Context: an optimization exercise on an open-source flow, tuned for small area and a short achievable clock period. The choices shown serve that exercise and are no tape-out recipe. The RTL was checked by simulation tests, not by an equivalence proof against the original design. Power and IR drop assume default switching activity.

===== flow/config.mk =====
export PLATFORM = sky130hd
export DESIGN_NAME = MIPS_CPU
export DESIGN_NICKNAME = MIPS_CPU
export VERILOG_FILES = /design/flow/design.v
export SDC_FILE = /design/flow/constraint.sdc
export NUM_CORES = 4
export LEC_CHECK = 0
export CAP_MARGIN = 20
export CORE_MARGIN = 2
export CORE_UTILIZATION = 55
export CTS_CLUSTER_DIAMETER = 100
export CTS_CLUSTER_SIZE = 20
export PLACE_DENSITY = 0.7
export SETUP_SLACK_MARGIN = 5
export SLEW_MARGIN = 20
export SYNTH_HIERARCHICAL = 1

===== flow/design.v =====
`timescale 1ns / 1ps
module AddrAdd(input [11:0] a, input [11:0] b, output [11:0] s);
    wire g1, t2, g6, t7, p8, g12, t13, p14, g18, t19, p20, g24, t25, p26, g30, t31, p32, g36, t37, p38, g42, t43, p44, g48, t49, p50, g54, t55, p56, g60, t61, p62, g66, t67, p68, G72, G74, T76, G78, T80, G82, T84, G86, T88, G90, T92, n94, n96, G98, G100, n102, n104, G106, T108, G110, T112, n114, n116, G118, T120, G122, T124, G126, n128, n130, G132, G134, G136, n138, n140, G142, G144, n146, n148, G150, n152, n154, G156;
    g_nand2 u3 (.a(a[0]), .b(b[0]), .y(g1));
    g_nor2 u4 (.a(a[0]), .b(b[0]), .y(t2));
    g_xor2 u5 (.a(a[0]), .b(b[0]), .y(s[0]));
    g_nand2 u9 (.a(a[1]), .b(b[1]), .y(g6));
    g_nor2 u10 (.a(a[1]), .b(b[1]), .y(t7));
    g_xor2 u11 (.a(a[1]), .b(b[1]), .y(p8));
    g_nand2 u15 (.a(a[2]), .b(b[2]), .y(g12));
    g_nor2 u16 (.a(a[2]), .b(b[2]), .y(t13));
    g_xor2 u17 (.a(a[2]), .b(b[2]), .y(p14));
    g_nand2 u21 (.a(a[3]), .b(b[3]), .y(g18));
    g_nor2 u22 (.a(a[3]), .b(b[3]), .y(t19));
    g_xor2 u23 (.a(a[3]), .b(b[3]), .y(p20));
    g_nand2 u27 (.a(a[4]), .b(b[4]), .y(g24));
    g_nor2 u28 (.a(a[4]), .b(b[4]), .y(t25));
    g_xor2 u29 (.a(a[4]), .b(b[4]), .y(p26));
    g_nand2 u33 (.a(a[5]), .b(b[5]), .y(g30));
    g_nor2 u34 (.a(a[5]), .b(b[5]), .y(t31));
    g_xor2 u35 (.a(a[5]), .b(b[5]), .y(p32));
    g_nand2 u39 (.a(a[6]), .b(b[6]), .y(g36));
    g_nor2 u40 (.a(a[6]), .b(b[6]), .y(t37));
    g_xor2 u41 (.a(a[6]), .b(b[6]), .y(p38));
    g_nand2 u45 (.a(a[7]), .b(b[7]), .y(g42));
    g_nor2 u46 (.a(a[7]), .b(b[7]), .y(t43));
    g_xor2 u47 (.a(a[7]), .b(b[7]), .y(p44));
    g_nand2 u51 (.a(a[8]), .b(b[8]), .y(g48));
    g_nor2 u52 (.a(a[8]), .b(b[8]), .y(t49));
    g_xor2 u53 (.a(a[8]), .b(b[8]), .y(p50));
    g_nand2 u57 (.a(a[9]), .b(b[9]), .y(g54));
    g_nor2 u58 (.a(a[9]), .b(b[9]), .y(t55));
    g_xor2 u59 (.a(a[9]), .b(b[9]), .y(p56));
    g_nand2 u63 (.a(a[10]), .b(b[10]), .y(g60));
    g_nor2 u64 (.a(a[10]), .b(b[10]), .y(t61));
    g_xor2 u65 (.a(a[10]), .b(b[10]), .y(p62));
    g_nand2 u69 (.a(a[11]), .b(b[11]), .y(g66));
    g_nor2 u70 (.a(a[11]), .b(b[11]), .y(t67));
    g_xor2 u71 (.a(a[11]), .b(b[11]), .y(p68));
    g_oai21 u73 (.a1(t7), .a2(g1), .b1(g6), .y(G72));
    g_oai21 u75 (.a1(t19), .a2(g12), .b1(g18), .y(G74));
    g_nor2 u77 (.a(t19), .b(t13), .y(T76));
    g_oai21 u79 (.a1(t31), .a2(g24), .b1(g30), .y(G78));
    g_nor2 u81 (.a(t31), .b(t25), .y(T80));
    g_oai21 u83 (.a1(t43), .a2(g36), .b1(g42), .y(G82));
    g_nor2 u85 (.a(t43), .b(t37), .y(T84));
    g_oai21 u87 (.a1(t55), .a2(g48), .b1(g54), .y(G86));
    g_nor2 u89 (.a(t55), .b(t49), .y(T88));
    g_oai21 u91 (.a1(t67), .a2(g60), .b1(g66), .y(G90));
    g_nor2 u93 (.a(t67), .b(t61), .y(T92));
    g_inv u95 (.a(g12), .y(n94));
    g_inv u97 (.a(t13), .y(n96));
    g_aoi21 u99 (.a1(n96), .a2(G72), .b1(n94), .y(G98));
    g_aoi21 u101 (.a1(T76), .a2(G72), .b1(G74), .y(G100));
    g_inv u103 (.a(g36), .y(n102));
    g_inv u105 (.a(t37), .y(n104));
    g_aoi21 u107 (.a1(n104), .a2(G78), .b1(n102), .y(G106));
    g_nand2 u109 (.a(n104), .b(T80), .y(T108));
    g_aoi21 u111 (.a1(T84), .a2(G78), .b1(G82), .y(G110));
    g_nand2 u113 (.a(T84), .b(T80), .y(T112));
    g_inv u115 (.a(g60), .y(n114));
    g_inv u117 (.a(t61), .y(n116));
    g_aoi21 u119 (.a1(n116), .a2(G86), .b1(n114), .y(G118));
    g_nand2 u121 (.a(n116), .b(T88), .y(T120));
    g_aoi21 u123 (.a1(T92), .a2(G86), .b1(G90), .y(G122));
    g_nand2 u125 (.a(T92), .b(T88), .y(T124));
    g_oai21 u127 (.a1(t25), .a2(G100), .b1(g24), .y(G126));
    g_inv u129 (.a(G78), .y(n128));
    g_inv u131 (.a(T80), .y(n130));
    g_oai21 u133 (.a1(n130), .a2(G100), .b1(n128), .y(G132));
    g_oai21 u135 (.a1(T108), .a2(G100), .b1(G106), .y(G134));
    g_oai21 u137 (.a1(T112), .a2(G100), .b1(G110), .y(G136));
    g_inv u139 (.a(g48), .y(n138));
    g_inv u141 (.a(t49), .y(n140));
    g_aoi21 u143 (.a1(n140), .a2(G136), .b1(n138), .y(G142));
    g_aoi21 u145 (.a1(T88), .a2(G136), .b1(G86), .y(G144));
    g_inv u147 (.a(G118), .y(n146));
    g_inv u149 (.a(T120), .y(n148));
    g_aoi21 u151 (.a1(n148), .a2(G136), .b1(n146), .y(G150));
    g_inv u153 (.a(G122), .y(n152));
    g_inv u155 (.a(T124), .y(n154));
    g_aoi21 u157 (.a1(n154), .a2(G136), .b1(n152), .y(G156));
    g_xnor2 u158 (.a(p8), .b(g1), .y(s[1]));
    g_xor2 u159 (.a(p14), .b(G72), .y(s[2]));
    g_xnor2 u160 (.a(p20), .b(G98), .y(s[3]));
    g_xnor2 u161 (.a(p26), .b(G100), .y(s[4]));
    g_xor2 u162 (.a(p32), .b(G126), .y(s[5]));
    g_xor2 u163 (.a(p38), .b(G132), .y(s[6]));
    g_xor2 u164 (.a(p44), .b(G134), .y(s[7]));
    g_xor2 u165 (.a(p50), .b(G136), .y(s[8]));
    g_xnor2 u166 (.a(p56), .b(G142), .y(s[9]));
    g_xnor2 u167 (.a(p62), .b(G144), .y(s[10]));
    g_xnor2 u168 (.a(p68), .b(G150), .y(s[11]));
endmodule
module AluAdd(input [31:0] a, input [31:0] b, input cin, output [31:0] s, output co, output [31:0] pp, output [31:0] gn, output [31:0] tn);
    wire n1, G99, G101, T103, G105, T107, G109, T111, G113, T115, G117, T119, G121, T123, G125, T127, G129, T131, G133, T135, G137, T139, G141, T143, G145, T147, G149, T151, G153, T155, G157, T159, n161, n163, G165, G167, n169, n171, G173, T175, G177, T179, n181, n183, G185, T187, G189, T191, n193, n195, G197, T199, G201, T203, n205, n207, G209, T211, G213, T215, n217, n219, G221, T223, G225, T227, n229, n231, G233, T235, G237, T239, n241, n243, G245, T247, G249, T251, G253, n255, n257, G259, G261, G263, G265, T267, n269, n271, G273, T275, G277, T279, G281, T283, G285, T287, n289, n291, G293, T295, G297, T299, G301, T303, G305, T307, n309, n311, G313, T315, G317, T319, G321, T323, n325, n327, G329, G331, n333, n335, G337, n339, n341, G343, G345, G347, G349, G351, n353, n355, G357, T359, G361, T363, n365, n367, G369, T371, n373, n375, G377, T379, G381, T383, G385, T387, G389, T391, G393, T395, G397, n399, n401, G403, G405, G407, n409, n411, G413, n415, n417, G419, n421, n423, G425, n427, n429, G431, G433, G435, G437, G439, G441, G443, G445, G447, n449, n451, G453;
    g_inv u2 (.a(cin), .y(n1));
    g_nand2 u3 (.a(a[0]), .b(b[0]), .y(gn[0]));
    g_nor2 u4 (.a(a[0]), .b(b[0]), .y(tn[0]));
    g_xor2 u5 (.a(a[0]), .b(b[0]), .y(pp[0]));
    g_nand2 u6 (.a(a[1]), .b(b[1]), .y(gn[1]));
    g_nor2 u7 (.a(a[1]), .b(b[1]), .y(tn[1]));
    g_xor2 u8 (.a(a[1]), .b(b[1]), .y(pp[1]));
    g_nand2 u9 (.a(a[2]), .b(b[2]), .y(gn[2]));
    g_nor2 u10 (.a(a[2]), .b(b[2]), .y(tn[2]));
    g_xor2 u11 (.a(a[2]), .b(b[2]), .y(pp[2]));
    g_nand2 u12 (.a(a[3]), .b(b[3]), .y(gn[3]));
    g_nor2 u13 (.a(a[3]), .b(b[3]), .y(tn[3]));
    g_xor2 u14 (.a(a[3]), .b(b[3]), .y(pp[3]));
    g_nand2 u15 (.a(a[4]), .b(b[4]), .y(gn[4]));
    g_nor2 u16 (.a(a[4]), .b(b[4]), .y(tn[4]));
    g_xor2 u17 (.a(a[4]), .b(b[4]), .y(pp[4]));
    g_nand2 u18 (.a(a[5]), .b(b[5]), .y(gn[5]));
    g_nor2 u19 (.a(a[5]), .b(b[5]), .y(tn[5]));
    g_xor2 u20 (.a(a[5]), .b(b[5]), .y(pp[5]));
    g_nand2 u21 (.a(a[6]), .b(b[6]), .y(gn[6]));
    g_nor2 u22 (.a(a[6]), .b(b[6]), .y(tn[6]));
    g_xor2 u23 (.a(a[6]), .b(b[6]), .y(pp[6]));
    g_nand2 u24 (.a(a[7]), .b(b[7]), .y(gn[7]));
    g_nor2 u25 (.a(a[7]), .b(b[7]), .y(tn[7]));
    g_xor2 u26 (.a(a[7]), .b(b[7]), .y(pp[7]));
    g_nand2 u27 (.a(a[8]), .b(b[8]), .y(gn[8]));
    g_nor2 u28 (.a(a[8]), .b(b[8]), .y(tn[8]));
    g_xor2 u29 (.a(a[8]), .b(b[8]), .y(pp[8]));
    g_nand2 u30 (.a(a[9]), .b(b[9]), .y(gn[9]));
    g_nor2 u31 (.a(a[9]), .b(b[9]), .y(tn[9]));
    g_xor2 u32 (.a(a[9]), .b(b[9]), .y(pp[9]));
    g_nand2 u33 (.a(a[10]), .b(b[10]), .y(gn[10]));
    g_nor2 u34 (.a(a[10]), .b(b[10]), .y(tn[10]));
    g_xor2 u35 (.a(a[10]), .b(b[10]), .y(pp[10]));
    g_nand2 u36 (.a(a[11]), .b(b[11]), .y(gn[11]));
    g_nor2 u37 (.a(a[11]), .b(b[11]), .y(tn[11]));
    g_xor2 u38 (.a(a[11]), .b(b[11]), .y(pp[11]));
    g_nand2 u39 (.a(a[12]), .b(b[12]), .y(gn[12]));
    g_nor2 u40 (.a(a[12]), .b(b[12]), .y(tn[12]));
    g_xor2 u41 (.a(a[12]), .b(b[12]), .y(pp[12]));
    g_nand2 u42 (.a(a[13]), .b(b[13]), .y(gn[13]));
    g_nor2 u43 (.a(a[13]), .b(b[13]), .y(tn[13]));
    g_xor2 u44 (.a(a[13]), .b(b[13]), .y(pp[13]));
    g_nand2 u45 (.a(a[14]), .b(b[14]), .y(gn[14]));
    g_nor2 u46 (.a(a[14]), .b(b[14]), .y(tn[14]));
    g_xor2 u47 (.a(a[14]), .b(b[14]), .y(pp[14]));
    g_nand2 u48 (.a(a[15]), .b(b[15]), .y(gn[15]));
    g_nor2 u49 (.a(a[15]), .b(b[15]), .y(tn[15]));
    g_xor2 u50 (.a(a[15]), .b(b[15]), .y(pp[15]));
    g_nand2 u51 (.a(a[16]), .b(b[16]), .y(gn[16]));
    g_nor2 u52 (.a(a[16]), .b(b[16]), .y(tn[16]));
    g_xor2 u53 (.a(a[16]), .b(b[16]), .y(pp[16]));
    g_nand2 u54 (.a(a[17]), .b(b[17]), .y(gn[17]));
    g_nor2 u55 (.a(a[17]), .b(b[17]), .y(tn[17]));
    g_xor2 u56 (.a(a[17]), .b(b[17]), .y(pp[17]));
    g_nand2 u57 (.a(a[18]), .b(b[18]), .y(gn[18]));
    g_nor2 u58 (.a(a[18]), .b(b[18]), .y(tn[18]));
    g_xor2 u59 (.a(a[18]), .b(b[18]), .y(pp[18]));
    g_nand2 u60 (.a(a[19]), .b(b[19]), .y(gn[19]));
    g_nor2 u61 (.a(a[19]), .b(b[19]), .y(tn[19]));
    g_xor2 u62 (.a(a[19]), .b(b[19]), .y(pp[19]));
    g_nand2 u63 (.a(a[20]), .b(b[20]), .y(gn[20]));
    g_nor2 u64 (.a(a[20]), .b(b[20]), .y(tn[20]));
    g_xor2 u65 (.a(a[20]), .b(b[20]), .y(pp[20]));
    g_nand2 u66 (.a(a[21]), .b(b[21]), .y(gn[21]));
    g_nor2 u67 (.a(a[21]), .b(b[21]), .y(tn[21]));
    g_xor2 u68 (.a(a[21]), .b(b[21]), .y(pp[21]));
    g_nand2 u69 (.a(a[22]), .b(b[22]), .y(gn[22]));
    g_nor2 u70 (.a(a[22]), .b(b[22]), .y(tn[22]));
    g_xor2 u71 (.a(a[22]), .b(b[22]), .y(pp[22]));
    g_nand2 u72 (.a(a[23]), .b(b[23]), .y(gn[23]));
    g_nor2 u73 (.a(a[23]), .b(b[23]), .y(tn[23]));
    g_xor2 u74 (.a(a[23]), .b(b[23]), .y(pp[23]));
    g_nand2 u75 (.a(a[24]), .b(b[24]), .y(gn[24]));
    g_nor2 u76 (.a(a[24]), .b(b[24]), .y(tn[24]));
    g_xor2 u77 (.a(a[24]), .b(b[24]), .y(pp[24]));
    g_nand2 u78 (.a(a[25]), .b(b[25]), .y(gn[25]));
    g_nor2 u79 (.a(a[25]), .b(b[25]), .y(tn[25]));
    g_xor2 u80 (.a(a[25]), .b(b[25]), .y(pp[25]));
    g_nand2 u81 (.a(a[26]), .b(b[26]), .y(gn[26]));
    g_nor2 u82 (.a(a[26]), .b(b[26]), .y(tn[26]));
    g_xor2 u83 (.a(a[26]), .b(b[26]), .y(pp[26]));
    g_nand2 u84 (.a(a[27]), .b(b[27]), .y(gn[27]));
    g_nor2 u85 (.a(a[27]), .b(b[27]), .y(tn[27]));
    g_xor2 u86 (.a(a[27]), .b(b[27]), .y(pp[27]));
    g_nand2 u87 (.a(a[28]), .b(b[28]), .y(gn[28]));
    g_nor2 u88 (.a(a[28]), .b(b[28]), .y(tn[28]));
    g_xor2 u89 (.a(a[28]), .b(b[28]), .y(pp[28]));
    g_nand2 u90 (.a(a[29]), .b(b[29]), .y(gn[29]));
    g_nor2 u91 (.a(a[29]), .b(b[29]), .y(tn[29]));
    g_xor2 u92 (.a(a[29]), .b(b[29]), .y(pp[29]));
    g_nand2 u93 (.a(a[30]), .b(b[30]), .y(gn[30]));
    g_nor2 u94 (.a(a[30]), .b(b[30]), .y(tn[30]));
    g_xor2 u95 (.a(a[30]), .b(b[30]), .y(pp[30]));
    g_nand2 u96 (.a(a[31]), .b(b[31]), .y(gn[31]));
    g_nor2 u97 (.a(a[31]), .b(b[31]), .y(tn[31]));
    g_xor2 u98 (.a(a[31]), .b(b[31]), .y(pp[31]));
    g_oai21 u100 (.a1(tn[0]), .a2(n1), .b1(gn[0]), .y(G99));
    g_oai21 u102 (.a1(tn[2]), .a2(gn[1]), .b1(gn[2]), .y(G101));
    g_nor2 u104 (.a(tn[2]), .b(tn[1]), .y(T103));
    g_oai21 u106 (.a1(tn[4]), .a2(gn[3]), .b1(gn[4]), .y(G105));
    g_nor2 u108 (.a(tn[4]), .b(tn[3]), .y(T107));
    g_oai21 u110 (.a1(tn[6]), .a2(gn[5]), .b1(gn[6]), .y(G109));
    g_nor2 u112 (.a(tn[6]), .b(tn[5]), .y(T111));
    g_oai21 u114 (.a1(tn[8]), .a2(gn[7]), .b1(gn[8]), .y(G113));
    g_nor2 u116 (.a(tn[8]), .b(tn[7]), .y(T115));
    g_oai21 u118 (.a1(tn[10]), .a2(gn[9]), .b1(gn[10]), .y(G117));
    g_nor2 u120 (.a(tn[10]), .b(tn[9]), .y(T119));
    g_oai21 u122 (.a1(tn[12]), .a2(gn[11]), .b1(gn[12]), .y(G121));
    g_nor2 u124 (.a(tn[12]), .b(tn[11]), .y(T123));
    g_oai21 u126 (.a1(tn[14]), .a2(gn[13]), .b1(gn[14]), .y(G125));
    g_nor2 u128 (.a(tn[14]), .b(tn[13]), .y(T127));
    g_oai21 u130 (.a1(tn[16]), .a2(gn[15]), .b1(gn[16]), .y(G129));
    g_nor2 u132 (.a(tn[16]), .b(tn[15]), .y(T131));
    g_oai21 u134 (.a1(tn[18]), .a2(gn[17]), .b1(gn[18]), .y(G133));
    g_nor2 u136 (.a(tn[18]), .b(tn[17]), .y(T135));
    g_oai21 u138 (.a1(tn[20]), .a2(gn[19]), .b1(gn[20]), .y(G137));
    g_nor2 u140 (.a(tn[20]), .b(tn[19]), .y(T139));
    g_oai21 u142 (.a1(tn[22]), .a2(gn[21]), .b1(gn[22]), .y(G141));
    g_nor2 u144 (.a(tn[22]), .b(tn[21]), .y(T143));
    g_oai21 u146 (.a1(tn[24]), .a2(gn[23]), .b1(gn[24]), .y(G145));
    g_nor2 u148 (.a(tn[24]), .b(tn[23]), .y(T147));
    g_oai21 u150 (.a1(tn[26]), .a2(gn[25]), .b1(gn[26]), .y(G149));
    g_nor2 u152 (.a(tn[26]), .b(tn[25]), .y(T151));
    g_oai21 u154 (.a1(tn[28]), .a2(gn[27]), .b1(gn[28]), .y(G153));
    g_nor2 u156 (.a(tn[28]), .b(tn[27]), .y(T155));
    g_oai21 u158 (.a1(tn[30]), .a2(gn[29]), .b1(gn[30]), .y(G157));
    g_nor2 u160 (.a(tn[30]), .b(tn[29]), .y(T159));
    g_inv u162 (.a(gn[1]), .y(n161));
    g_inv u164 (.a(tn[1]), .y(n163));
    g_aoi21 u166 (.a1(n163), .a2(G99), .b1(n161), .y(G165));
    g_aoi21 u168 (.a1(T103), .a2(G99), .b1(G101), .y(G167));
    g_inv u170 (.a(gn[5]), .y(n169));
    g_inv u172 (.a(tn[5]), .y(n171));
    g_aoi21 u174 (.a1(n171), .a2(G105), .b1(n169), .y(G173));
    g_nand2 u176 (.a(n171), .b(T107), .y(T175));
    g_aoi21 u178 (.a1(T111), .a2(G105), .b1(G109), .y(G177));
    g_nand2 u180 (.a(T111), .b(T107), .y(T179));
    g_inv u182 (.a(gn[9]), .y(n181));
    g_inv u184 (.a(tn[9]), .y(n183));
    g_aoi21 u186 (.a1(n183), .a2(G113), .b1(n181), .y(G185));
    g_nand2 u188 (.a(n183), .b(T115), .y(T187));
    g_aoi21 u190 (.a1(T119), .a2(G113), .b1(G117), .y(G189));
    g_nand2 u192 (.a(T119), .b(T115), .y(T191));
    g_inv u194 (.a(gn[13]), .y(n193));
    g_inv u196 (.a(tn[13]), .y(n195));
    g_aoi21 u198 (.a1(n195), .a2(G121), .b1(n193), .y(G197));
    g_nand2 u200 (.a(n195), .b(T123), .y(T199));
    g_aoi21 u202 (.a1(T127), .a2(G121), .b1(G125), .y(G201));
    g_nand2 u204 (.a(T127), .b(T123), .y(T203));
    g_inv u206 (.a(gn[17]), .y(n205));
    g_inv u208 (.a(tn[17]), .y(n207));
    g_aoi21 u210 (.a1(n207), .a2(G129), .b1(n205), .y(G209));
    g_nand2 u212 (.a(n207), .b(T131), .y(T211));
    g_aoi21 u214 (.a1(T135), .a2(G129), .b1(G133), .y(G213));
    g_nand2 u216 (.a(T135), .b(T131), .y(T215));
    g_inv u218 (.a(gn[21]), .y(n217));
    g_inv u220 (.a(tn[21]), .y(n219));
    g_aoi21 u222 (.a1(n219), .a2(G137), .b1(n217), .y(G221));
    g_nand2 u224 (.a(n219), .b(T139), .y(T223));
    g_aoi21 u226 (.a1(T143), .a2(G137), .b1(G141), .y(G225));
    g_nand2 u228 (.a(T143), .b(T139), .y(T227));
    g_inv u230 (.a(gn[25]), .y(n229));
    g_inv u232 (.a(tn[25]), .y(n231));
    g_aoi21 u234 (.a1(n231), .a2(G145), .b1(n229), .y(G233));
    g_nand2 u236 (.a(n231), .b(T147), .y(T235));
    g_aoi21 u238 (.a1(T151), .a2(G145), .b1(G149), .y(G237));
    g_nand2 u240 (.a(T151), .b(T147), .y(T239));
    g_inv u242 (.a(gn[29]), .y(n241));
    g_inv u244 (.a(tn[29]), .y(n243));
    g_aoi21 u246 (.a1(n243), .a2(G153), .b1(n241), .y(G245));
    g_nand2 u248 (.a(n243), .b(T155), .y(T247));
    g_aoi21 u250 (.a1(T159), .a2(G153), .b1(G157), .y(G249));
    g_nand2 u252 (.a(T159), .b(T155), .y(T251));
    g_oai21 u254 (.a1(tn[3]), .a2(G167), .b1(gn[3]), .y(G253));
    g_inv u256 (.a(G105), .y(n255));
    g_inv u258 (.a(T107), .y(n257));
    g_oai21 u260 (.a1(n257), .a2(G167), .b1(n255), .y(G259));
    g_oai21 u262 (.a1(T175), .a2(G167), .b1(G173), .y(G261));
    g_oai21 u264 (.a1(T179), .a2(G167), .b1(G177), .y(G263));
    g_oai21 u266 (.a1(tn[11]), .a2(G189), .b1(gn[11]), .y(G265));
    g_nor2 u268 (.a(tn[11]), .b(T191), .y(T267));
    g_inv u270 (.a(G121), .y(n269));
    g_inv u272 (.a(T123), .y(n271));
    g_oai21 u274 (.a1(n271), .a2(G189), .b1(n269), .y(G273));
    g_nor2 u276 (.a(n271), .b(T191), .y(T275));
    g_oai21 u278 (.a1(T199), .a2(G189), .b1(G197), .y(G277));
    g_nor2 u280 (.a(T199), .b(T191), .y(T279));
    g_oai21 u282 (.a1(T203), .a2(G189), .b1(G201), .y(G281));
    g_nor2 u284 (.a(T203), .b(T191), .y(T283));
    g_oai21 u286 (.a1(tn[19]), .a2(G213), .b1(gn[19]), .y(G285));
    g_nor2 u288 (.a(tn[19]), .b(T215), .y(T287));
    g_inv u290 (.a(G137), .y(n289));
    g_inv u292 (.a(T139), .y(n291));
    g_oai21 u294 (.a1(n291), .a2(G213), .b1(n289), .y(G293));
    g_nor2 u296 (.a(n291), .b(T215), .y(T295));
    g_oai21 u298 (.a1(T223), .a2(G213), .b1(G221), .y(G297));
    g_nor2 u300 (.a(T223), .b(T215), .y(T299));
    g_oai21 u302 (.a1(T227), .a2(G213), .b1(G225), .y(G301));
    g_nor2 u304 (.a(T227), .b(T215), .y(T303));
    g_oai21 u306 (.a1(tn[27]), .a2(G237), .b1(gn[27]), .y(G305));
    g_nor2 u308 (.a(tn[27]), .b(T239), .y(T307));
    g_inv u310 (.a(G153), .y(n309));
    g_inv u312 (.a(T155), .y(n311));
    g_oai21 u314 (.a1(n311), .a2(G237), .b1(n309), .y(G313));
    g_nor2 u316 (.a(n311), .b(T239), .y(T315));
    g_oai21 u318 (.a1(T247), .a2(G237), .b1(G245), .y(G317));
    g_nor2 u320 (.a(T247), .b(T239), .y(T319));
    g_oai21 u322 (.a1(T251), .a2(G237), .b1(G249), .y(G321));
    g_nor2 u324 (.a(T251), .b(T239), .y(T323));
    g_inv u326 (.a(gn[7]), .y(n325));
    g_inv u328 (.a(tn[7]), .y(n327));
    g_aoi21 u330 (.a1(n327), .a2(G263), .b1(n325), .y(G329));
    g_aoi21 u332 (.a1(T115), .a2(G263), .b1(G113), .y(G331));
    g_inv u334 (.a(G185), .y(n333));
    g_inv u336 (.a(T187), .y(n335));
    g_aoi21 u338 (.a1(n335), .a2(G263), .b1(n333), .y(G337));
    g_inv u340 (.a(G189), .y(n339));
    g_inv u342 (.a(T191), .y(n341));
    g_aoi21 u344 (.a1(n341), .a2(G263), .b1(n339), .y(G343));
    g_aoi21 u346 (.a1(T267), .a2(G263), .b1(G265), .y(G345));
    g_aoi21 u348 (.a1(T275), .a2(G263), .b1(G273), .y(G347));
    g_aoi21 u350 (.a1(T279), .a2(G263), .b1(G277), .y(G349));
    g_aoi21 u352 (.a1(T283), .a2(G263), .b1(G281), .y(G351));
    g_inv u354 (.a(gn[23]), .y(n353));
    g_inv u356 (.a(tn[23]), .y(n355));
    g_aoi21 u358 (.a1(n355), .a2(G301), .b1(n353), .y(G357));
    g_nand2 u360 (.a(n355), .b(T303), .y(T359));
    g_aoi21 u362 (.a1(T147), .a2(G301), .b1(G145), .y(G361));
    g_nand2 u364 (.a(T147), .b(T303), .y(T363));
    g_inv u366 (.a(G233), .y(n365));
    g_inv u368 (.a(T235), .y(n367));
    g_aoi21 u370 (.a1(n367), .a2(G301), .b1(n365), .y(G369));
    g_nand2 u372 (.a(n367), .b(T303), .y(T371));
    g_inv u374 (.a(G237), .y(n373));
    g_inv u376 (.a(T239), .y(n375));
    g_aoi21 u378 (.a1(n375), .a2(G301), .b1(n373), .y(G377));
    g_nand2 u380 (.a(n375), .b(T303), .y(T379));
    g_aoi21 u382 (.a1(T307), .a2(G301), .b1(G305), .y(G381));
    g_nand2 u384 (.a(T307), .b(T303), .y(T383));
    g_aoi21 u386 (.a1(T315), .a2(G301), .b1(G313), .y(G385));
    g_nand2 u388 (.a(T315), .b(T303), .y(T387));
    g_aoi21 u390 (.a1(T319), .a2(G301), .b1(G317), .y(G389));
    g_nand2 u392 (.a(T319), .b(T303), .y(T391));
    g_aoi21 u394 (.a1(T323), .a2(G301), .b1(G321), .y(G393));
    g_nand2 u396 (.a(T323), .b(T303), .y(T395));
    g_oai21 u398 (.a1(tn[15]), .a2(G351), .b1(gn[15]), .y(G397));
    g_inv u400 (.a(G129), .y(n399));
    g_inv u402 (.a(T131), .y(n401));
    g_oai21 u404 (.a1(n401), .a2(G351), .b1(n399), .y(G403));
    g_oai21 u406 (.a1(T211), .a2(G351), .b1(G209), .y(G405));
    g_oai21 u408 (.a1(T215), .a2(G351), .b1(G213), .y(G407));
    g_inv u410 (.a(G285), .y(n409));
    g_inv u412 (.a(T287), .y(n411));
    g_oai21 u414 (.a1(n411), .a2(G351), .b1(n409), .y(G413));
    g_inv u416 (.a(G293), .y(n415));
    g_inv u418 (.a(T295), .y(n417));
    g_oai21 u420 (.a1(n417), .a2(G351), .b1(n415), .y(G419));
    g_inv u422 (.a(G297), .y(n421));
    g_inv u424 (.a(T299), .y(n423));
    g_oai21 u426 (.a1(n423), .a2(G351), .b1(n421), .y(G425));
    g_inv u428 (.a(G301), .y(n427));
    g_inv u430 (.a(T303), .y(n429));
    g_oai21 u432 (.a1(n429), .a2(G351), .b1(n427), .y(G431));
    g_oai21 u434 (.a1(T359), .a2(G351), .b1(G357), .y(G433));
    g_oai21 u436 (.a1(T363), .a2(G351), .b1(G361), .y(G435));
    g_oai21 u438 (.a1(T371), .a2(G351), .b1(G369), .y(G437));
    g_oai21 u440 (.a1(T379), .a2(G351), .b1(G377), .y(G439));
    g_oai21 u442 (.a1(T383), .a2(G351), .b1(G381), .y(G441));
    g_oai21 u444 (.a1(T387), .a2(G351), .b1(G385), .y(G443));
    g_oai21 u446 (.a1(T391), .a2(G351), .b1(G389), .y(G445));
    g_oai21 u448 (.a1(T395), .a2(G351), .b1(G393), .y(G447));
    g_inv u450 (.a(gn[31]), .y(n449));
    g_inv u452 (.a(tn[31]), .y(n451));
    g_aoi21 u454 (.a1(n451), .a2(G447), .b1(n449), .y(G453));
    g_xnor2 u455 (.a(pp[0]), .b(n1), .y(s[0]));
    g_xor2 u456 (.a(pp[1]), .b(G99), .y(s[1]));
    g_xnor2 u457 (.a(pp[2]), .b(G165), .y(s[2]));
    g_xnor2 u458 (.a(pp[3]), .b(G167), .y(s[3]));
    g_xor2 u459 (.a(pp[4]), .b(G253), .y(s[4]));
    g_xor2 u460 (.a(pp[5]), .b(G259), .y(s[5]));
    g_xor2 u461 (.a(pp[6]), .b(G261), .y(s[6]));
    g_xor2 u462 (.a(pp[7]), .b(G263), .y(s[7]));
    g_xnor2 u463 (.a(pp[8]), .b(G329), .y(s[8]));
    g_xnor2 u464 (.a(pp[9]), .b(G331), .y(s[9]));
    g_xnor2 u465 (.a(pp[10]), .b(G337), .y(s[10]));
    g_xnor2 u466 (.a(pp[11]), .b(G343), .y(s[11]));
    g_xnor2 u467 (.a(pp[12]), .b(G345), .y(s[12]));
    g_xnor2 u468 (.a(pp[13]), .b(G347), .y(s[13]));
    g_xnor2 u469 (.a(pp[14]), .b(G349), .y(s[14]));
    g_xnor2 u470 (.a(pp[15]), .b(G351), .y(s[15]));
    g_xor2 u471 (.a(pp[16]), .b(G397), .y(s[16]));
    g_xor2 u472 (.a(pp[17]), .b(G403), .y(s[17]));
    g_xor2 u473 (.a(pp[18]), .b(G405), .y(s[18]));
    g_xor2 u474 (.a(pp[19]), .b(G407), .y(s[19]));
    g_xor2 u475 (.a(pp[20]), .b(G413), .y(s[20]));
    g_xor2 u476 (.a(pp[21]), .b(G419), .y(s[21]));
    g_xor2 u477 (.a(pp[22]), .b(G425), .y(s[22]));
    g_xor2 u478 (.a(pp[23]), .b(G431), .y(s[23]));
    g_xor2 u479 (.a(pp[24]), .b(G433), .y(s[24]));
    g_xor2 u480 (.a(pp[25]), .b(G435), .y(s[25]));
    g_xor2 u481 (.a(pp[26]), .b(G437), .y(s[26]));
    g_xor2 u482 (.a(pp[27]), .b(G439), .y(s[27]));
    g_xor2 u483 (.a(pp[28]), .b(G441), .y(s[28]));
    g_xor2 u484 (.a(pp[29]), .b(G443), .y(s[29]));
    g_xor2 u485 (.a(pp[30]), .b(G445), .y(s[30]));
    g_xor2 u486 (.a(pp[31]), .b(G447), .y(s[31]));
    g_inv u487 (.a(G453), .y(co));
endmodule
module g_inv(input a, output y);  assign y = ~a; endmodule
module g_nand2(input a, b, output y);  assign y = ~(a & b); endmodule
module g_nor2(input a, b, output y);  assign y = ~(a | b); endmodule
module g_xor2(input a, b, output y);  assign y = a ^ b; endmodule
module g_xnor2(input a, b, output y);  assign y = ~(a ^ b); endmodule
module g_aoi21(input a1, a2, b1, output y);  assign y = ~((a1 & a2) | b1); endmodule
module g_oai21(input a1, a2, b1, output y);  assign y = ~((a1 | a2) & b1); endmodule
`timescale 1ns / 1ps
module RegRead(
    input  [31:0]   sel,
    input  [1023:0] q,
    output [31:0]   r
    );
    genvar b, k;
    generate
        for (b = 0; b < 32; b = b + 1) begin : bt
            wire [10:0] p;
            for (k = 0; k < 10; k = k + 1) begin : t
                aoi222 u (.a1(sel[3*k]),   .a2(q[(3*k)*32 + b]),
                          .b1(sel[3*k+1]), .b2(q[(3*k+1)*32 + b]),
                          .c1(sel[3*k+2]), .c2(q[(3*k+2)*32 + b]),
                          .y(p[k]));
            end
            aoi222 u10 (.a1(sel[30]), .a2(q[30*32 + b]),
                        .b1(sel[31]), .b2(q[31*32 + b]),
                        .c1(sel[31]), .c2(q[31*32 + b]), .y(p[10]));
            nand11 un (.p(p), .y(r[b]));
        end
    endgenerate
endmodule
module aoi222(input a1, a2, b1, b2, c1, c2, output y);
    assign y = ~((a1 & a2) | (b1 & b2) | (c1 & c2));
endmodule
module nand11(input [10:0] p, output y);
    wire [2:0] a;
    and4g u0 (.a(p[0]), .b(p[1]), .c(p[2]), .d(p[3]), .y(a[0]));
    and4g u1 (.a(p[4]), .b(p[5]), .c(p[6]), .d(p[7]), .y(a[1]));
    and3g u2 (.a(p[8]), .b(p[9]), .c(p[10]), .y(a[2]));
    nand3g u3 (.a(a[0]), .b(a[1]), .c(a[2]), .y(y));
endmodule
module and4g(input a, b, c, d, output y);
    assign y = a & b & c & d;
endmodule
module and3g(input a, b, c, output y);
    assign y = a & b & c;
endmodule
module nand3g(input a, b, c, output y);
    assign y = ~(a & b & c);
endmodule
`timescale 1ns / 1ps
module CountNext(
    input  [31:0] q,
    input  inc,
    output [31:0] d
    );
    wire [31:0] all1;
    assign all1[0] = 1'b1;
    genvar i;
    generate
        for (i = 1; i < 32; i = i + 1) begin : c
            assign all1[i] = all1[i-1] & q[i-1];
        end
    endgenerate
    assign d = q ^ ({32{inc}} & all1);
endmodule
`timescale 1ns / 1ps
module MIPS_CPU(clr, Go, clk, Leddata, Count_cycle, Count_branch, Count_jmp,
    imem_addr, imem_data, dmem_addr, dmem_we, dmem_be, dmem_wdata, dmem_rdata);
    input clr, clk, Go;
    output reg [31:0] Leddata;
    output reg [31:0] Count_cycle, Count_branch, Count_jmp;
    output [31:0] imem_addr;
    input  [31:0] imem_data;
    output [9:0]  dmem_addr;
    output        dmem_we;
    output [3:0]  dmem_be;
    output [31:0] dmem_wdata;
    input  [31:0] dmem_rdata;
    reg [31:0] PC;
    wire [31:0] instr = imem_data;
    wire [5:0] op = instr[31:26];
    wire [5:0] fn = instr[5:0];
    wire [4:0] rs = instr[25:21];
    wire [4:0] rt = instr[20:16];
    wire [4:0] rd = instr[15:11];
    wire [4:0] sa = instr[10:6];
    wire [15:0] imm16 = instr[15:0];
    wire opR    = (op == 6'd0);
    wire SYSCALL = opR & (fn == 6'd12);
    wire R_type = opR & ~(fn == 6'd12);
    wire JR     = opR & (fn == 6'd8);
    wire J      = (op == 6'd2);
    wire JAL    = (op == 6'd3);
    wire BEQ    = (op == 6'd4);
    wire BNE    = (op == 6'd5);
    wire BGTZ   = (op == 6'd7);
    wire ADDI   = (op == 6'd8);
    wire ADDIU  = (op == 6'd9);
    wire SLTI   = (op == 6'd10);
    wire SLTIU  = (op == 6'd11);
    wire ANDI   = (op == 6'd12);
    wire ORI    = (op == 6'd13);
    wire LW     = (op == 6'd35);
    wire SH     = (op == 6'd41);
    wire SW     = (op == 6'd43);
    wire sel_add  = opR & (fn == 6'd32 | fn == 6'd33) | ADDI | ADDIU;
    wire sel_sub  = opR & (fn == 6'd34);
    wire sel_and  = opR & (fn == 6'd36) | ANDI;
    wire sel_or   = opR & (fn == 6'd37) | ORI;
    wire sel_nor  = opR & (fn == 6'd39);
    wire sel_slt  = opR & (fn == 6'd42) | SLTI;
    wire sel_sltu = opR & (fn == 6'd43) | SLTIU;
    wire sel_sll  = opR & (fn == 6'd0 | fn == 6'd4);
    wire sel_srl  = opR & (fn == 6'd2);
    wire sel_sra  = opR & (fn == 6'd3);
    wire SLLV     = opR & (fn == 6'd4);
    wire alu_imm  = op[3];                       
    wire imm_zext = ANDI | ORI | SLTIU;
    wire [31:0] immx = {{16{imm16[15] & ~imm_zext}}, imm16};
    wire regwrite = R_type | JAL | ADDI | ADDIU | SLTI | SLTIU | ANDI | ORI | LW;
    wire [4:0] W = R_type ? rd : (JAL ? 5'd31 : rt);
    reg  [1023:0] q;
    wire [31:0]   dec_rs = 32'd1 << rs;
    wire [31:0]   dec_rt = 32'd1 << rt;
    wire [31:0]   dec_w  = {32{clr}} | ({32{regwrite}} & (32'd1 << W));
    wire [31:0]   r1, r2;
    integer i;
    RegRead rd1 (.sel(dec_rs), .q(q), .r(r1));
    RegRead rd2 (.sel(dec_rt), .q(q), .r(r2));
    wire [31:0] din;
    genvar g;
    generate
        for (g = 0; g < 32; g = g + 1) begin : rf
            always @(posedge clk)
                if (dec_w[g]) q[g*32 +: 32] <= din;
        end
    endgenerate
    wire [31:0] v2 = q[2*32 +: 32];
    wire [31:0] v4 = q[4*32 +: 32];
    wire is34 = (v2 == 32'd34);
    wire show = SYSCALL & is34;
    wire run  = ~SYSCALL | is34;
    wire [31:0] X = r1;
    wire [31:0] Y = alu_imm ? immx : r2;
    wire subop = sel_sub | sel_slt | sel_sltu;
    wire [32:0] sum;
    wire [31:0] pp, gn, tn;
    AluAdd add (.a(X), .b(Y ^ {32{subop}}), .cin(subop), .s(sum[31:0]), .co(sum[32]),
        .pp(pp), .gn(gn), .tn(tn));
    wire lt_u = ~sum[32];
    wire lt_s = (X[31] ^ Y[31]) ? X[31] : sum[31];
    wire [4:0] shamt = SLLV ? X[4:0] : sa;
    reg  [31:0] y_rev, sh_rev;
    always @(*)
        for (i = 0; i < 32; i = i + 1) y_rev[i] = r2[31 - i];
    wire [31:0] sh_in = sel_sll ? y_rev : r2;
    wire fill = sel_sra & r2[31];
    wire [63:0] sh_wide = {{32{fill}}, sh_in} >> shamt;
    wire [31:0] sh_out = sh_wide[31:0];
    always @(*)
        for (i = 0; i < 32; i = i + 1) sh_rev[i] = sh_out[31 - i];
    wire [31:0] alu =
          ({32{sel_add | sel_sub}} & sum[31:0])
        | ({32{sel_and}} & ~gn)
        | ({32{sel_or}}  & ~tn)
        | ({32{sel_nor}} & tn)
        | {31'd0, (sel_slt & lt_s) | (sel_sltu & lt_u)}
        | ({32{sel_sll}} & sh_rev)
        | ({32{sel_srl | sel_sra}} & sh_out);
    wire [29:0] pc4_hi = PC[31:2] + 30'd1;
    wire [31:0] pc4 = {pc4_hi, PC[1:0]};
    wire [29:0] br_hi = pc4_hi + {{14{imm16[15]}}, imm16};
    wire eq = ~|pp;
    wire taken = (BEQ & eq) | (BNE & ~eq) | (BGTZ & ~r1[31] & (r1 != 32'd0));
    wire jump = J | JAL | JR;
    wire [31:0] pc_next = JR ? r1 :
                          (J | JAL) ? {PC[31:28], instr[25:0], 2'b00} :
                          taken ? {br_hi, PC[1:0]} : pc4;
    always @(posedge clk or posedge clr)
        if (clr) PC <= 32'd0;
        else if (run | Go) PC <= pc_next;
    wire din_lw  = LW & ~clr;
    wire din_jal = JAL & ~clr;
    wire din_alu = ~LW & ~JAL & ~clr;
    assign din = ({32{din_lw}} & dmem_rdata) | ({32{din_jal}} & pc4) | ({32{din_alu}} & alu);
    wire [11:0] maddr;
    AddrAdd aadd (.a(r1[11:0]), .b(imm16[11:0]), .s(maddr));
    assign dmem_addr = maddr[11:2];
    assign dmem_we = SW | SH;
    assign dmem_be = {SW | maddr[1], SW | maddr[1], SW | ~maddr[1], SW | ~maddr[1]};
    assign dmem_wdata = {SH ? r2[15:0] : r2[31:16], r2[15:0]};
    assign imem_addr = PC;
    always @(posedge clk or posedge clr)
        if (clr) Leddata <= 32'd0;
        else if (show) Leddata <= v4;
    wire [31:0] cc_next, cb_next, cj_next;
    CountNext c_cyc (.q(Count_cycle),  .inc(run),   .d(cc_next));
    CountNext c_br  (.q(Count_branch), .inc(taken), .d(cb_next));
    CountNext c_jmp (.q(Count_jmp),    .inc(jump),  .d(cj_next));
    always @(posedge clk or posedge clr)
        if (clr) begin
            Count_cycle <= 32'd0;
            Count_branch <= 32'd0;
            Count_jmp <= 32'd0;
        end else begin
            Count_cycle <= cc_next;
            Count_branch <= cb_next;
            Count_jmp <= cj_next;
        end
endmodule

===== flow/standard.sh =====
#!/bin/bash
# synth_recipe.tcl (not shown) runs the flow's synth.tcl, then flattens the netlist and writes it again
# the make line also repeats each setting of config.mk as NAME=value (left out here)
make -C /OpenROAD-flow-scripts/flow DESIGN_CONFIG=/design/flow/config.mk WORK_HOME=/design/flow/orfs CLKGATE_MAP_FILE= SYNTH_SCRIPT=/design/flow/synth_recipe.tcl "${@:-finish}"

===== flow/flow/run.sh =====
#!/bin/bash
# Standard layout, with plain buffers (buf_1) on the ports instead of the
# delay-cell buffers buffer_ports picks by default, and timing repair aimed
# at a 5.5 ns setup margin.
set -euo pipefail
bash standard.sh BUFFER_PORTS_ARGS="-buffer_cell sky130_fd_sc_hd__buf_1" SETUP_SLACK_MARGIN=5.5 finish > flow_make.log 2>&1

===== flow/constraint.sdc =====
create_clock -name core_clock -period 14.0 [get_ports {clk}]
set_input_delay 2.8000 -clock core_clock [delete_from_list [all_inputs] [get_ports {clk}]]
set_output_delay 2.8000 -clock core_clock [all_outputs]
set_load 0.01 [all_outputs]

==> summary.md, run 1 <==
| Metric | Value |
|---|---|
| Status | `timing/DRC/antenna clean` |
| Worst Path Required | `11.20 ns` |
| Die span in y | `328 um` |
| Starting Density | `55.6%` |
| Overall Global Routing Usage | `43.7%` |
| Peak supply drop | `0.106 mV` |
| Share of layout cells above drive strength 1 | `15.3%` |
| # H-tree levels | `3` |
| Largest net degree at the start of global routing | `74` |
| DR vias/cell | `7.96` |
| Tmin final | `8.64 ns` |
| # rows | `118` |
| Final GP Congestion | `1.08` |
| Drt first pass iters | `14` |
| FF-to-FF Start | `q[289]` |
| Crit end category | `primary output` |
| Clk sink count | `1184` |
| Worst-path maximum fanout | `32` |
| WS Path Type | `primary input to primary output` |
| Synth-to-layout area growth | `14.2%` |
| Drt drc | `0` |
| Final Setup Violations | `0` |
| Multi-input gate area | `0.0234 mm2` |
| CP Launch Type | `primary input` |
| Pins Over Slew Limit | `0` |
| Final ANT Viol Nets | `0` |
| Syn Area/Cell | `13.3 um2` |
| Setup total negative slack | `0 ns` |
| IO Port Bufs | `273` |
| Worst Tran Pin Value | `1.26 ns` |
| Vias in the first global route | `44400` |
| DR WL/cell | `39.2 um` |
| Fin crit share | `61.7%` |
| Drt initial violations | `13600` |
| Dpl hpwl | `158 mm` |
| Hold wc startpoint | `Count_cycle[31]` |
| Skew-Pair Late Insertion Delay | `0.71 ns` |
| Die area | `0.107 mm2` |
| Width of the chip | `328 um` |
| Global-route wire length before repair | `334 mm` |
| CP Data Arrival Time | `5.84 ns` |
| YS warnings | `7` |
| FMAX | `0.116 GHz` |
| PD cells | `138 mW/mm2` |
| Leak | `22.7 nW` |
| Layout net count | `4921` |
| Syn_nets | `4441` |
| Final hold vios | `0` |
| Total grt overflow | `0` |
| Core outline area | `0.104 mm2` |
| I/O pins | `274` |
| Hold Path Class | `flop to flop` |
| RSZ-0062 raised after global routing | `no` |
| Post-Route WL | `245 mm` |
| Clock skew | `0.0390 ns` |
| Initial antenna violation count | `9` |
| CTS tree | `yes` |
| Clock transition at the registers of the reported paths | `0.09 ns` |
| Bufs on Longest Clock Path | `3` |
| Min Hold Slack | `0.473 ns` |
| CTS buffer count | `70` |
| Fillers | `7855` |
| Root Buffer | `clkbuf_16` |
| Netlist Area Pre-Place | `0.0576 mm2` |
| CP startpoint | `imem_data[16]` |
| Max cap viols | `0` |
| Post-Synthesis Cells | `4333` |
| FF/Latch Area | `0.0348 mm2` |
| Vias | `49600` |
| Slew headroom | `16.0%` |
[flip-flops by register name, summed over array words and instances, names as in the netlist]
| signal | flops |
|---|---|
| PC | 32 |
| Count_cycle | 32 |
| Leddata | 32 |
| Count_branch | 32 |
| q | 1024 |
| Count_jmp | 32 |
[worst paths after layout]
kind	endpoint	slack (ns)	cells past startpoint
worst max register to register	q[311]	7.98	12
min in group asynchronous	Count_cycle[29]	2.79	2
worst min-delay path	Count_cycle[31]	0.47	1
worst min register to register	Count_cycle[31]	0.47	1
worst max-delay path	dmem_wdata[29]	5.36	10
max in group asynchronous	PC[16]	9.76	3
[critical path: stages]
cell and delay, ns:
buf_2 0.21, inv_1 0.15, nand3_1 0.33, nor2_4 0.06, buf_4 0.32, a222oi_1 0.50
and4_1 0.49, nand3_4 0.32, mux2_2 0.45, buf_1 0.16
[metrics by stage]
stage	setup slack, ns	cells	utilization [%]	area, um2	total power [W]
floorplan	5.51	4333	-	57900	0.00592
global placement	3.91	6031	59.8	61900	0.00679
detailed placement	3.86	6032	59.8	61900	0.00682
CTS	5.49	6202	62.7	65000	0.00895
global route	5.45	6235	63.5	65800	0.00934
finish	5.36	6240	63.5	65800	0.00910
[per-layer routing]
metal	vias to the layer above	track usage, %	routed length (um)
met5	-	0	72
met4	12	23.6	17200
met3	867	14.6	41800
met2	4848	62.9	102000
met1	24200	58.6	83600
li1	19700	-	-
[where the power goes]
| group | internal (W) | switching (W) |
|---|---|---|
| clock | 0.000959 | 0.00118 |
| sequential | 0.00435 | 0.000295 |
| combinational | 0.000723 | 0.00160 |
[layout by cell type, fill, tap and decap left out, types with 15 or more instances in the layout]
cell / instances
edfxtp_1: 1024
a222oi_1: 718
nand2_1: 276
buf_1: 264
nor2_1: 240
buf_4: 192
dfrtp_1: 160
xnor2_1: 154
xor2_1: 108
nand3_1: 105
a21oi_1: 105
and4_1: 103
inv_1: 97
o21ai_0: 86
and3_1: 80
mux2i_1: 76
clkbuf_16: 76
mux2_2: 67
o21ai_1: 63
nand4_1: 52
nor2_4: 40
ha_1: 40
a21oi_2: 40
buf_6: 37
nor2_2: 36
clkbuf_1: 32
nor3_1: 31
o21ai_4: 28
nor4_1: 26
a211oi_1: 25
a221oi_1: 25
nand3_4: 24
a22oi_1: 23
a31oi_1: 21
and4_2: 21
buf_12: 19
a21o_1: 18
o211ai_1: 18
and4_4: 16
mux4_2: 15
[layout make-up]
type	count	area share, %
Inverter	98	0.571
Tap cell	1380	2.62
Antenna cell	5	0.0190
Timing Repair Buffer	529	5.30
Multi-Input combinational cell	2930	35.6
Clock buffer	103	2.88
Sequential cell	1184	52.8
Clock inverter	11	0.213
[timing repair]
item                                    in CTS  in global routing
buffers inserted                            49                 25
cloned                                       7                  5
endpoints found under the setup margin     981                185
resized for setup                          150                110
pin swaps                                   23                 51
hold buffers                                 0                  0
==> run 2: changes to the inputs <==
--- a/flow/config.mk
+++ b/flow/config.mk
@@ -16 +16,2 @@
 export SYNTH_HIERARCHICAL = 1
+export TNS_END_PERCENT = 5
==> run 2 against run 1 <==
Area after synthesis is the same. Register-to-register slack gained 0.14 ns. Synthesized cell count is the same. Utilization grew 0.27 points. Critical endpoint is now dmem_wdata[21]. Largest power group unchanged.
==> summary.md, run 2 <==
| Metric | Value |
|---|---|
| Die span in y | `328 um (unchanged)` |
| Leak | `22.8 nW (was 22.7 nW)` |
| Slew headroom | `18.6% (was 16.0%)` |
| Root Buffer | `clkbuf_16 (unchanged)` |
| Drt initial violations | `12500 (was 13600)` |
| Final ANT Viol Nets | `0 (unchanged)` |
| Share of layout cells above drive strength 1 | `15.8% (was 15.3%)` |
| Bufs on Longest Clock Path | `3 (unchanged)` |
| DR vias/cell | `7.94 (was 7.96)` |
| CP Data Arrival Time | `5.90 ns (was 5.84 ns)` |
| Final worst slack | `5.30 ns (was 5.36 ns)` |
| Hold Buf Count CTS | `0 (unchanged)` |
| RSZ-0062 raised after global routing | `yes (was no)` |
| WS Path Type | `primary input to primary output (unchanged)` |
| Status | `timing/DRC/antenna clean (unchanged)` |
| Clock transition at the registers of the reported paths | `0.09 ns (about the same)` |
| Fin crit share | `62.2% (was 61.7%)` |
| Core outline area | `0.104 mm2 (unchanged)` |
| Syn_nets | `4441 (unchanged)` |
| YS warnings | `7 (unchanged)` |
| Netlist Area Pre-Place | `0.0576 mm2 (unchanged)` |
| Max reg flops | `1024 (unchanged)` |
| DR WL/cell | `40.3 um (was 39.2 um)` |
| Vias | `49600 (about the same)` |
| Width of the chip | `328 um (unchanged)` |
| Final hold vios | `0 (unchanged)` |
| Fin cells | `6249 (was 6240)` |
| IO Port Bufs | `273 (unchanged)` |
| Total grt overflow | `0 (unchanged)` |
| Skew-Pair Late Insertion Delay | `0.71 ns (about the same)` |
| Pins Over Slew Limit | `0 (unchanged)` |
| Peak supply drop | `0.122 mV (was 0.106 mV)` |
| Crit end category | `primary output (unchanged)` |
| CTS tree | `yes (unchanged)` |
| Worst-path maximum fanout | `32 (unchanged)` |
| Vias in the first global route | `45700 (was 44400)` |
| Worst Path Required | `11.20 ns (about the same)` |
| Layout net count | `4931 (was 4921)` |
| FF/Latch Area | `0.0348 mm2 (unchanged)` |
| Final Setup Violations | `0 (unchanged)` |
| Most common cell after layout, fill and taps aside | `edfxtp_1 (unchanged)` |
| Setup total negative slack | `0 ns (unchanged)` |
| Multi-input gate area | `0.0235 mm2 (was 0.0234 mm2)` |
| FMAX | `0.115 GHz (was 0.116 GHz)` |
| Min Hold Slack | `0.487 ns (was 0.473 ns)` |
| Dpl hpwl | `163 mm (was 158 mm)` |
| Post-Synthesis Cells | `4333 (unchanged)` |
| # H-tree levels | `3 (unchanged)` |
| Max cap viols | `0 (unchanged)` |
| CTS buffer count | `71 (was 70)` |
| Worst Tran Pin Value | `1.22 ns (was 1.26 ns)` |
| CP Launch Type | `primary input (unchanged)` |
| Most frequent cells in the layout | `edfxtp_1 (1024), a222oi_1 (718), nand2_1 (270) (was edfxtp_1 (1024), a222oi_1 (718), nand2_1 (276))` |
| Post-Route WL | `252 mm (was 245 mm)` |
| Fillers | `7845 (was 7855)` |
| Hold Path Class | `flop to flop (unchanged)` |
| Largest net degree at the start of global routing | `107 (was 74)` |
| Clock skew | `0.0352 ns (was 0.0390 ns)` |
| Syn Area/Cell | `13.3 um2 (unchanged)` |
| Synth-to-layout area growth | `14.7% (was 14.2%)` |
| Drt first pass iters | `14 (unchanged)` |
| Overall Global Routing Usage | `45.8% (was 43.7%)` |
| Initial antenna violation count | `14 (was 9)` |
| Die area | `0.107 mm2 (unchanged)` |
| Tmin final | `8.70 ns (was 8.64 ns)` |
| # rows | `118 (unchanged)` |
| Top reg by flops | `q (unchanged)` |
| I/O pins | `274 (unchanged)` |
| Dpl cells | `6031 (was 6032)` |
| PD cells | `139 mW/mm2 (was 138 mW/mm2)` |
| Drt drc | `0 (unchanged)` |
| Clk sink count | `1184 (unchanged)` |
| Global-route wire length before repair | `346 mm (was 334 mm)` |
| Worst reg-to-reg setup slack | `8.12 ns (was 7.98 ns)` |
| Final GP Congestion | `1.05 (was 1.08)` |
| Pre-CTS setup slack | `3.28 ns (was 3.86 ns)` |
| Starting Density | `55.6% (unchanged)` |
run 2: metrics by stage:
stage / utilization [%] / power (W) / area, um2
final: 63.7 / 0.00917 / 66100
after global routing: 63.7 / 0.00942 / 66000
after CTS: 63.5 / 0.00904 / 65800
after detailed placement: 59.8 / 0.00683 / 61900
after global placement: 59.8 / 0.00680 / 61900
after floorplan: - / 0.00592 / 57900
run 2: worst paths after layout:
path / to / depth (start not counted) / from
max: dmem_wdata[21] / 10 / imem_data[16]
min: Count_cycle[31] / 1 / Count_cycle[31]
max reg2reg: q[375] / 16 / q[492]
min reg2reg: Count_cycle[31] / 1 / Count_cycle[31]
max in group asynchronous: Leddata[6] / 5 / clr
min in group asynchronous: Count_cycle[4] / 3 / clr
run 2: critical path, cell delays in order:
cell and delay (ns):
buf_4 0.23, inv_1 0.22, nand2_2 0.25, nor2_4 0.06, buf_4 0.29, a222oi_1 0.62, and4_4 0.45, nand3_2 0.34
mux2_2 0.43, buf_1 0.14
run 2: layout make-up:
cell class                 count  share of cell area (%)
inverter                      98                   0.568
multi-input combinational   2934                    35.6
sequential                  1184                    52.6
timing repair buffer         534                    5.42
clock buffer                 100                    2.92
clock inverter                11                   0.284
tap                         1380                    2.61
antenna                        8                  0.0303
run 2: metal layers:
metal	vias up	wire (um)	track usage (%)
met2	4687	105000	65.8
li1	19700	-	-
met5	-	89	0
met4	14	20700	29.1
met3	848	40900	15.8
met1	24300	85100	59.4
run 2: power breakdown:
group | total (W) | switching [W] | internal, W
sequential | 0.00464 | 0.000292 | 0.00435
combinational | 0.00233 | 0.00161 | 0.000722
clock | 0.00220 | 0.00121 | 0.000986
total | 0.00917 | 0.00311 | 0.00606
run 2: repair_timing:
item | in CTS | in global routing
endpoints found under the setup margin | 1126 | 312
pin swaps | 57 | 26
cloned | 18 | 0
hold endpoints to repair | 0 | 0
buffers inserted | 68 | 12
gates resized for setup | 232 | 40
==> run 3: changes to the inputs <==
--- a/flow/config.mk
+++ b/flow/config.mk
@@ -10,4 +10,4 @@
 export CORE_UTILIZATION = 55
-export CTS_CLUSTER_DIAMETER = 100
-export CTS_CLUSTER_SIZE = 20
+export CTS_CLUSTER_DIAMETER = 110
+export CTS_CLUSTER_SIZE = 24
 export PLACE_DENSITY = 0.7
@@ -16,2 +16 @@
 export SYNTH_HIERARCHICAL = 1
-export TNS_END_PERCENT = 5
==> run 3 against run 2 <==
Still clean. Routed wire length decreased by 2.7%. Global-route usage decreased by 2.1 points. Register-to-register slack lost 0.05 ns. Count of clock-buffer cells in the layout down 1. Synthesized cell count unchanged. Largest power group unchanged. Highest routed layer unchanged. Hold slack worse by 0.015 ns. Setup slack worse by 0.054 ns. Clock skew is 0.030 ns higher. Final area decreased by 0.75%. First-iteration DRC count rose by 6.8%.
==> summary.md, run 3 <==
| Metric | Value |
|---|---|
| Starting Density | `55.6% (unchanged)` |
| Post-Synthesis Cells | `4333 (unchanged)` |
| Multi-input gate area | `0.0235 mm2 (about the same)` |
| Overall Global Routing Usage | `43.7% (was 45.8%)` |
| Crit end category | `primary output (unchanged)` |
| Drt initial violations | `13300 (was 12500)` |
| Setup total negative slack | `0 ns (unchanged)` |
| Skew-Pair Late Insertion Delay | `0.75 ns (was 0.71 ns)` |
| Fin crit share | `62.5% (was 62.2%)` |
| Hold depth | `1 (unchanged)` |
| Hold Path Class | `flop to flop (unchanged)` |
| Final hold vios | `0 (unchanged)` |
| WS Path Type | `primary input to primary output (unchanged)` |
| R2R depth | `12 (was 16)` |
| RSZ-0062 raised after global routing | `yes (unchanged)` |
| Fillers | `7893 (was 7845)` |
| Status | `timing/DRC/antenna clean (unchanged)` |
| Leak | `22.6 nW (was 22.8 nW)` |
| Share of layout cells above drive strength 1 | `15.5% (was 15.8%)` |
| CP Launch Type | `primary input (unchanged)` |
| Worst Tran Pin Value | `1.22 ns (about the same)` |
| Clock skew | `0.0650 ns (was 0.0352 ns)` |
| # H-tree levels | `2 (was 3)` |
| CTS tree | `yes (unchanged)` |
| PD cells | `136 mW/mm2 (was 139 mW/mm2)` |
| Die area | `0.107 mm2 (unchanged)` |
| IO Port Bufs | `273 (unchanged)` |
| FMAX | `0.114 GHz (was 0.115 GHz)` |
| Tmin final | `8.76 ns (was 8.70 ns)` |
| DR WL/cell | `39.3 um (was 40.3 um)` |
| Largest net degree at the start of global routing | `74 (was 107)` |
| YS warnings | `7 (unchanged)` |
| Synth-to-layout area growth | `13.8% (was 14.7%)` |
| Worst reg-to-reg setup slack | `8.07 ns (was 8.12 ns)` |
| Clk sink count | `1184 (unchanged)` |
| Die span in y | `328 um (unchanged)` |
| CP startpoint | `imem_data[17] (was imem_data[16])` |
| Final ANT Viol Nets | `0 (unchanged)` |
| # rows | `118 (unchanged)` |
| Most common cell after layout, fill and taps aside | `edfxtp_1 (unchanged)` |
| Dpl hpwl | `158 mm (was 163 mm)` |
| Drt drc | `0 (unchanged)` |
| Most frequent cells in the layout | `edfxtp_1 (1024), a222oi_1 (718), nand2_1 (275) (was edfxtp_1 (1024), a222oi_1 (718), nand2_1 (270))` |
| Hold wc startpoint | `Count_jmp[31] (was Count_cycle[31])` |
| Util after Layout | `63.3% (was 63.7%)` |
| Worst Path Required | `11.20 ns (about the same)` |
| Total grt overflow | `0 (unchanged)` |
| Drt first pass iters | `17 (was 14)` |
| Pins Over Slew Limit | `0 (unchanged)` |
| I/O pins | `274 (unchanged)` |
| Slew headroom | `18.6% (about the same)` |
| FF/Latch Area | `0.0348 mm2 (unchanged)` |
| CTS buffer count | `56 (was 71)` |
| Bufs on Longest Clock Path | `3 (unchanged)` |
| Root Buffer | `clkbuf_16 (unchanged)` |
| Post-Route WL | `245 mm (was 252 mm)` |
| Worst r2r dst | `q[375] (unchanged)` |
| Final Setup Violations | `0 (unchanged)` |
| Worst Hold End | `Count_jmp[31] (was Count_cycle[31])` |
| Syn Area/Cell | `13.3 um2 (unchanged)` |
| Vias | `49700 (was 49600)` |
| Max cap viols | `0 (unchanged)` |
| Global-route wire length before repair | `334 mm (was 346 mm)` |
| Layout net count | `4925 (was 4931)` |
| Worst-path maximum fanout | `32 (unchanged)` |
| CP Data Arrival Time | `5.96 ns (was 5.90 ns)` |
| DR vias/cell | `7.96 (was 7.94)` |
| Syn_nets | `4441 (unchanged)` |
| Vias in the first global route | `44100 (was 45700)` |
| Clock transition at the registers of the reported paths | `0.09 ns (about the same)` |
| Core outline area | `0.104 mm2 (unchanged)` |
| Hold Buf Count CTS | `0 (unchanged)` |
| Netlist Area Pre-Place | `0.0576 mm2 (unchanged)` |
| Peak supply drop | `0.120 mV (was 0.122 mV)` |
| Final GP Congestion | `1.08 (was 1.05)` |
| Max reg flops | `1024 (unchanged)` |
| Width of the chip | `328 um (unchanged)` |
| Top reg by flops | `q (unchanged)` |
| Initial antenna violation count | `14 (unchanged)` |
| FF-to-FF Start | `q[289] (was q[492])` |
run 3: critical path, cell delays in order:
cell	delay [ns]
buf_2	0.32
nor2_1	0.13
nand2_1	0.26
nor2_2	0.10
buf_4	0.29
a222oi_1	0.57
and4_1	0.46
nand3_2	0.37
mux2_2	0.45
buf_1	0.15
run 3: worst max path at each step:
| stage | endpoint | cells past startpoint |
|---|---|---|
| 5_1_grt | dmem_wdata[18] | 10 |
| 3_3_place_gp | dmem_addr[7] | 13 |
| 3_5_place_dp | dmem_addr[8] | 13 |
| 4_1_cts | dmem_addr[8] | 15 |
| 2_1_floorplan | dmem_addr[7] | 12 |
| 6_report | dmem_wdata[30] | 10 |
run 3: per-layer routing:
layer	vias to the layer above	wire length [um]	global-route usage (%)
met4	12	17500	21.7
met2	4861	102000	63.3
met1	24200	83100	58.8
met3	890	42500	15.0
met5	-	120	0
li1	19700	-	-
run 3: stage by stage:
| step | hold WS [ns] | worst slack, ns | cells | area, um2 | total power, W |
|---|---|---|---|---|---|
| after CTS | 0.478 | 5.50 | 6192 | 64700 | 0.00871 |
| final | 0.473 | 5.24 | 6248 | 65600 | 0.00889 |
| after global placement | 0.459 | 3.91 | 6031 | 61900 | 0.00679 |
| after detailed placement | 0.462 | 3.86 | 6032 | 61900 | 0.00682 |
| after floorplan | 0.507 | 5.51 | 4333 | 57900 | 0.00592 |
| after global routing | 0.494 | 5.39 | 6242 | 65600 | 0.00912 |
run 3: repair_timing:
| item | in CTS | in global routing |
|---|---|---|
| endpoints found under the setup margin | 958 | 167 |
| setup buffers | 49 | 43 |
| gates cloned | 8 | 5 |
| pin swaps | 26 | 48 |
| gates resized for setup | 149 | 110 |
run 3: power breakdown:
group	internal, W	switching (W)	leakage [nW]
Sequential	0.00435	0.000296	12.7
Clock	0.000782	0.00112	0.785
Combinational	0.000738	0.00161	9.09
run 3: layout make-up:
type | count | area share (%)
tap | 1380 | 2.63
clock buffer | 99 | 2.42
antenna | 6 | 0.0229
multi-input combinational | 2930 | 35.8
clock inverter | 4 | 0.111
sequential | 1184 | 53.0
inverter | 98 | 0.572
timing repair buffer | 547 | 5.45

==> afterwards: timing with drivers on the ports <==
In the flow no input, the clock included, has a driving cell. The finished layouts below were timed again as built, in two steps. Step 1: set_driving_cell puts a clkbuf_16 on clk and a buf_2 on each other input, an assumption about the parent block. Step 2 also shifts input and output timing later by t, the mid clock arrival at the registers, as if the neighbouring blocks saw the same clock. Three values: ideal, step 1, step 2; two values: the first two.
run	shift t [ns]	setup WS [ns]	worst data-port slew with drivers (ns)
run 1	0.768	5.362 / 5.199 / 4.683	0.15
run 2	0.772	5.297 / 5.194 / 4.624	0.10
run 3	0.790	5.243 / 5.207 / 4.551	0.14
After both steps every run listed still meets setup and hold. The setup slack of run 3, which loses most, moves by -0.036 ns with the drivers and by -0.692 ns with both steps.
